Context: an optimization exercise on an open-source flow, tuned for small area. The choices shown serve that exercise and are no tape-out recipe.
Where RTL was checked, it was by simulation tests only, not by an equivalence proof against the original.
Power figures rest on the tool's default switching activity, not on a simulated workload.

run A:
// systolic_array
module systolic_array(
    input wire[7:0] inp_west0,
    input wire[7:0] inp_west4,
    input wire[7:0] inp_west8,
    input wire[7:0] inp_west12,
    input wire[7:0] inp_north0,
    input wire[7:0] inp_north1,
    input wire[7:0] inp_north2,
    input wire[7:0] inp_north3,
    output wire [15:0] out00,
    output wire [15:0] out01,
    output wire [15:0] out02,
    output wire [15:0] out03,
    output wire [15:0] out04,
    output wire [15:0] out05,
    output wire [15:0] out06,
    output wire [15:0] out07,
    output wire [15:0] out08,
    output wire [15:0] out09,
    output wire [15:0] out10,
    output wire [15:0] out11,
    output wire [15:0] out12,
    output wire [15:0] out13,
    output wire [15:0] out14,
    output wire [15:0] out15,
    input wire clk,
    input wire rst,
    output reg done);
reg [3:0] cycle_counter;
always @(posedge clk or posedge rst) begin
    if (rst) begin
        cycle_counter <= 4'd0;
        done <= 1'b0;
    end else if (cycle_counter != 4'd11) begin
        cycle_counter <= cycle_counter + 4'd1;
    end else begin
        done <= 1'b1;
    end
end
wire [3:0] count_next = (cycle_counter != 4'd11) ? cycle_counter + 4'd1 : cycle_counter;
reg [7:0] win;
always @(posedge clk or posedge rst) begin
    if (rst)
        win <= 8'b00000011;
    else begin
        win[0] <= (count_next >= 4'd0) & (count_next <= 4'd7);   
        win[1] <= (count_next >= 4'd0) & (count_next <= 4'd10);   
        win[2] <= (count_next >= 4'd1) & (count_next <= 4'd8);   
        win[3] <= (count_next >= 4'd1) & (count_next <= 4'd9);   
        win[4] <= (count_next >= 4'd1) & (count_next <= 4'd10);   
        win[5] <= (count_next >= 4'd2) & (count_next <= 4'd9);   
        win[6] <= (count_next >= 4'd2) & (count_next <= 4'd10);   
        win[7] <= (count_next >= 4'd3) & (count_next <= 4'd10);   
    end
end
wire [7:0] W0 = inp_west0, W1 = inp_west4, W2 = inp_west8, W3 = inp_west12;
wire [7:0] N0 = inp_north0, N1 = inp_north1, N2 = inp_north2, N3 = inp_north3;
reg [7:0] wd0_1;
reg [7:0] wd0_2;
reg [7:0] wd0_3;
reg [7:0] wd1_1;
reg [7:0] wd1_2;
reg [7:0] wd2_1;
reg [7:0] nd0_1;
reg [7:0] nd0_2;
reg [7:0] nd0_3;
reg [7:0] nd1_1;
reg [7:0] nd1_2;
  ...
For scale: about 2900 cells after synthesis, ~380 flip-flops, ~320 I/O pins, about 36000 sq um of cells after synthesis.
clock: 6.0 ns
lec_check: 0
abc_area: 1
cap_margin: 20
core_margin: 2
core_utilization: 65
gpl_timing_driven: 0
setup_slack_margin: 0.08
slew_margin: 20
standard.sh (not shown) runs the stock make flow with config.mk's settings and CLKGATE_MAP_FILE= SYNTH_SCRIPT=/design/flow/synth_recipe.tcl, a recipe that flattens the netlist after the stock synthesis.
==> flow/flow/run.sh <==
#!/bin/bash
# The standard layout (standard.sh) with these changes:
#  - SYNTH_ARGS=-noabc: Yosys's quick ABC pass inside `synth` is skipped, so the explicit
#    full-adder trees in the RTL reach extract_fa unchanged and map to fa/ha cells without
#    inverters between them (the final ABC mapping still runs as usual);
#  - port buffers are buf_1 instead of the 10 um2 delay buffers buffer_ports picks by default
#    (every input and output port still gets its own buffer);
#  - REMOVE_ABC_BUFFERS=1: the floorplan step removes the buffers ABC inserted instead of
#    resizing for timing that early (repair_design and repair_timing run later as usual);
#  - clock tree: no dummy loads, clkbuf_16 only, sink clusters of up to 30 within 100 um.
set -euo pipefail
export SYNTH_ARGS=-noabc
export REMOVE_ABC_BUFFERS=1
export BUFFER_PORTS_ARGS="-inputs -outputs -buffer_cell sky130_fd_sc_hd__buf_1"
export CTS_ARGS="-sink_clustering_enable -repair_clock_nets -dont_use_dummy_load -sink_clustering_size 30 -sink_clustering_max_diameter 100 -buf_list {sky130_fd_sc_hd__clkbuf_16}"
bash standard.sh > standard.log 2>&1
Run A did not stop at any stage, and its layout met the timing, DRC and antenna checks.
### run A -> run B
- SETUP_SLACK_MARGIN now 0.05, was 0.08
diff --git a/flow/flow/run.sh b/flow/flow/run.sh
--- a/flow/flow/run.sh
+++ b/flow/flow/run.sh
@@ -10 +10 @@
-#  - clock tree: no dummy loads, clkbuf_16 only, sink clusters of up to 30 within 100 um.
+#  - clock tree: no dummy loads, clkbuf_16 only, sink clusters of up to 30 within 120 um.
@@ -15 +15 @@
-export CTS_ARGS="-sink_clustering_enable -repair_clock_nets -dont_use_dummy_load -sink_clustering_size 30 -sink_clustering_max_diameter 100 -buf_list {sky130_fd_sc_hd__clkbuf_16}"
+export CTS_ARGS="-sink_clustering_enable -repair_clock_nets -dont_use_dummy_load -sink_clustering_size 30 -sink_clustering_max_diameter 120 -buf_list {sky130_fd_sc_hd__clkbuf_16}"
## What came out
- When run B is set beside run A, its portion of total power attributed to the clock network turns out to be 2.8 points smaller.
- Final-layout clock-cell area share for run B is lower than for run A.
- Run A has a higher cell area than run B.
- Compared with run A, run B shows fmax that has gone down slightly.
- Relative to run A, the wire length on met2 of run B is lower by 0.53%.
- Est. power | run B vs run A | run B lower
- Run B vs. run A: total global routing overflow was more or less identical; routed wire length went down by about 0.7%.
diff inputs: run B => run C
- SETUP_SLACK_MARGIN now 0.08, was 0.05
diff --git a/flow/flow/run.sh b/flow/flow/run.sh
--- a/flow/flow/run.sh
+++ b/flow/flow/run.sh
@@ -10 +10 @@
-#  - clock tree: no dummy loads, clkbuf_16 only, sink clusters of up to 30 within 120 um.
+#  - clock tree: no dummy loads, clkbuf_16 only, sink clusters of up to 30 within 80 um.
@@ -15 +15 @@
-export CTS_ARGS="-sink_clustering_enable -repair_clock_nets -dont_use_dummy_load -sink_clustering_size 30 -sink_clustering_max_diameter 120 -buf_list {sky130_fd_sc_hd__clkbuf_16}"
+export CTS_ARGS="-sink_clustering_enable -repair_clock_nets -dont_use_dummy_load -sink_clustering_size 30 -sink_clustering_max_diameter 80 -buf_list {sky130_fd_sc_hd__clkbuf_16}"
==> run notes <==
Summary of run C over run B: fraction of met3 tracks used by global routing shows an increase of 0.36 points; routed wire length shows an increase of 650 um; share of the cycle needed by the critical path after routing shows a reduction of 0.44 points. The number of non-clock buffers was comparable across run C and run B. Length of routed met2 wiring ended up about 0.8% higher on run C than on run B. When run C is measured against run B, its proportion of layout cells with a drive suffix above 1 turns out 1.4 points higher. The standard cells in run C occupy more silicon area than those in run B do.
What run D does differently from run C at the input level:
- SETUP_SLACK_MARGIN: 0.08 -> 0.15
## What came out
- Taking run C as the reference, in run D global-route wire length before repair about even; final hold slack shows an increase of 3.7 ps.
- [compare] base=run C new=run D: signal arrival time at the worst endpoint -130 ps; maximum frequency went up 0.0029 GHz; worst slew slack as a fraction of its limit has increased.
- Count of non-filler cells in the finished layout: lower on run C
- Run D reports a higher share of the core filled with cells in the final layout than run C does.
Changes in run E relative to run D:
- swapping 0.15 for 0.08 in SETUP_SLACK_MARGIN
diff --git a/flow/flow/run.sh b/flow/flow/run.sh
--- a/flow/flow/run.sh
+++ b/flow/flow/run.sh
@@ -10 +10 @@
-#  - clock tree: no dummy loads, clkbuf_16 only, sink clusters of up to 30 within 80 um.
+#  - clock tree: no dummy loads, clkbuf_16 only, sink clusters of up to 30 within 120 um.
@@ -15 +15 @@
-export CTS_ARGS="-sink_clustering_enable -repair_clock_nets -dont_use_dummy_load -sink_clustering_size 30 -sink_clustering_max_diameter 80 -buf_list {sky130_fd_sc_hd__clkbuf_16}"
+export CTS_ARGS="-sink_clustering_enable -repair_clock_nets -dont_use_dummy_load -sink_clustering_size 30 -sink_clustering_max_diameter 120 -buf_list {sky130_fd_sc_hd__clkbuf_16}"
## What came out
- In the flow results for run D and run E, the global-route usage is larger on run D.
- Run E vs. run D: final cell count fell 36; proportion of power drawn by the clock network fell by 5.0 points; via count of the first global-routing pass down about 0.7%.
- From run D to run E the numbers moved as follows: sequential share of layout area increased 0.48 points; post-layout worst setup margin decreased 130 ps.
- Non-clock buffer count went down by a few percent going from run D to run E.
- Number of buffer and inverter stages on the critical path sits lower in run E than in run D.
- In terms of sequential power, run E and run D differ only marginally.

---

== run 1 ==
Another version of the RTL of systolic_array (not shown whole).
Size: roughly 2800 cells after synthesis, ~470 flip-flops, about 0.040 mm^2 of cells after synthesis.
Design systolic_array, start of the top module:
module systolic_array(
    input wire[7:0] inp_west0,
    input wire[7:0] inp_west4,
    input wire[7:0] inp_west8,
    input wire[7:0] inp_west12,
    input wire[7:0] inp_north0,
    input wire[7:0] inp_north1,
    input wire[7:0] inp_north2,
    input wire[7:0] inp_north3,
    output wire [15:0] out00,
    output wire [15:0] out01,
    output wire [15:0] out02,
    output wire [15:0] out03,
    output wire [15:0] out04,
    output wire [15:0] out05,
    output wire [15:0] out06,
    output wire [15:0] out07,
    output wire [15:0] out08,
    output wire [15:0] out09,
    output wire [15:0] out10,
    output wire [15:0] out11,
    output wire [15:0] out12,
    output wire [15:0] out13,
    output wire [15:0] out14,
    output wire [15:0] out15,
    input wire clk,
    input wire rst,
    output reg done);
reg [3:0] cycle_counter;
always @(posedge clk or posedge rst) begin
    if (rst) begin
        cycle_counter <= 4'd0;
        done <= 1'b0;
    end else if (cycle_counter != 4'd11) begin
        cycle_counter <= cycle_counter + 4'd1;
    end else begin
        done <= 1'b1;
    end
end
wire [3:0] count_next = (cycle_counter != 4'd11) ? cycle_counter + 4'd1 : cycle_counter;
reg [3:0] en;
always @(posedge clk or posedge rst) begin
    if (rst)
        en <= 4'b0001;
    else begin
        en[0] <= (count_next != 4'd11);
        en[1] <= (count_next != 4'd11) & (count_next >= 4'd1);
  ...
export LEC_CHECK = 0
export CAP_MARGIN = 20
export CORE_MARGIN = 2
export CORE_UTILIZATION = 40
export SLEW_MARGIN = 20
create_clock -name core_clock -period 6.0 [get_ports {clk}]
==> flow/flow/run.sh <==
#!/bin/bash
set -euo pipefail
export SYNTH_ARGS=-noabc
export BUFFER_PORTS_ARGS="-inputs -outputs -buffer_cell sky130_fd_sc_hd__buf_1"
export CTS_ARGS="-sink_clustering_enable -repair_clock_nets -dont_use_dummy_load -buf_list {sky130_fd_sc_hd__clkbuf_4 sky130_fd_sc_hd__clkbuf_8}"
bash standard.sh > standard.log 2>&1
Per the final summary, run 1 finished and its layout is clean on timing, DRC and antenna.
For run 2, these inputs were changed with respect to run 1:
==> flow/flow/run.sh <==
#!/bin/bash
# The standard layout (standard.sh) with two changes:
#  - SYNTH_ARGS=-noabc: Yosys's quick ABC pass inside `synth` is skipped, so the explicit
#    full-adder trees in the RTL reach extract_fa unchanged and map to fa/ha cells without
#    inverters between them (the final ABC mapping still runs as usual);
#  - port buffers are buf_1 instead of the 10 um2 delay buffers buffer_ports picks by default
#    (every input and output port still gets its own buffer).
set -euo pipefail
export SYNTH_ARGS=-noabc
export BUFFER_PORTS_ARGS="-inputs -outputs -buffer_cell sky130_fd_sc_hd__buf_1"
bash standard.sh > standard.log 2>&1
==> run notes <==
Each of the runs, namely run 2 and run 1, reached the end of the flow and came out clean. Of run 2 and run 1, the run reporting the lower mean number of vias per cell was run 2. Run 2 against run 1: global routing usage on met1 has increased; clock share of power has increased; antenna cell count has decreased.
#### Input delta (run 3 over run 2)
==> flow/flow/run.sh <==
#!/bin/bash
set -euo pipefail
export SYNTH_ARGS=-noabc
export PRE_GLOBAL_PLACE_TCL=$PWD/flow/ports.tcl
export CTS_ARGS="-sink_clustering_enable -repair_clock_nets -dont_use_dummy_load -buf_list {sky130_fd_sc_hd__clkbuf_4 sky130_fd_sc_hd__clkbuf_8}"
bash standard.sh > standard.log 2>&1
==> flow/flow/ports.tcl (new file) <==
rename buffer_ports my_buffer_ports_orig
proc buffer_ports {args} {
  my_buffer_ports_orig -inputs -buffer_cell sky130_fd_sc_hd__buf_4
  my_buffer_ports_orig -outputs -buffer_cell sky130_fd_sc_hd__buf_1
}
### Flow results
- Diff run 2 -> run 3: routed length on met3 now larger; total power of the final layout dropped 9.1%.
- Run 2 ended up with en[2] as its start point of the critical path; run 3 ended up with en[3].
- Per the comparison of run 3 with run 2, total clock buffers created by CTS now sits higher; arrival time of the worst setup path now sits higher; combinational cell fraction of total power now sits higher.
- Comparing run 2 and run 3, the lower setup slack is on run 3.
- Compared with run 2, in run 3 count of clock-buffer cells in the layout picked up an extra 22; met1 routed wirelength after detailed routing now sits lower.
- Vias: run 3 fewer than run 2
No run of this note included a check of the RTL's function; only the layout flow was run.

## re-timing with driven ports
In the flow no input, the clock included, has a driving cell. The finished layouts below were timed again as built, in two steps. Step 1 assumes that a clkbuf_16 drives the clock port and a buf_2 every other input. Step 2 times the ports against the registers' clock, not the clock port: input delays grow and output delays shrink by t, the midpoint of the rising clock arrivals with the driver on. Slacks: no drivers / after step 1 / after step 2; pairs: no drivers / after step 1.
| run | t, ns | setup WS [ns] | hold slack, ns | worst register clock-pin slew, ns | worst data-port slew with drivers (ns) |
|---|---|---|---|---|---|
| run A | 0.640 | 0.189 / 0.222 / -0.418 | 0.321 / 0.321 / 0.321 | 0.11 / 0.11 | 0.12 |
| run B | 0.606 | 0.158 / 0.193 / -0.413 | 0.333 / 0.333 / 0.333 | 0.13 / 0.13 | 0.12 |
| run C | 0.613 | 0.184 / 0.184 / -0.368 | 0.294 / 0.294 / 0.294 | 0.11 / 0.11 | 0.13 |
| run D | 0.611 | 0.281 / 0.318 / -0.289 | 0.298 / 0.298 / 0.298 | 0.11 / 0.11 | 0.12 |
| run E | 0.605 | 0.153 / 0.176 / -0.429 | 0.334 / 0.334 / 0.334 | 0.12 / 0.12 | 0.12 |
| run 1 | 0.764 | 0.216 / 0.216 / -0.332 | 0.384 / 0.382 / 0.384 | 0.06 / 0.06 | 0.06 |
| run 2 | 0.714 | 0.254 / 0.254 / -0.342 | 0.400 / 0.400 / 0.400 | 0.06 / 0.06 | 0.06 |
| run 3 | 0.758 | 0.180 / 0.180 / -0.300 | 0.414 / 0.414 / 0.414 | 0.06 / 0.06 | 0.06 |
Met with ideal ports but missed after step 2: setup timing in every run listed. The setup slack of run A, which loses most, moves by +0.033 ns with the drivers and by -0.607 ns with both steps.
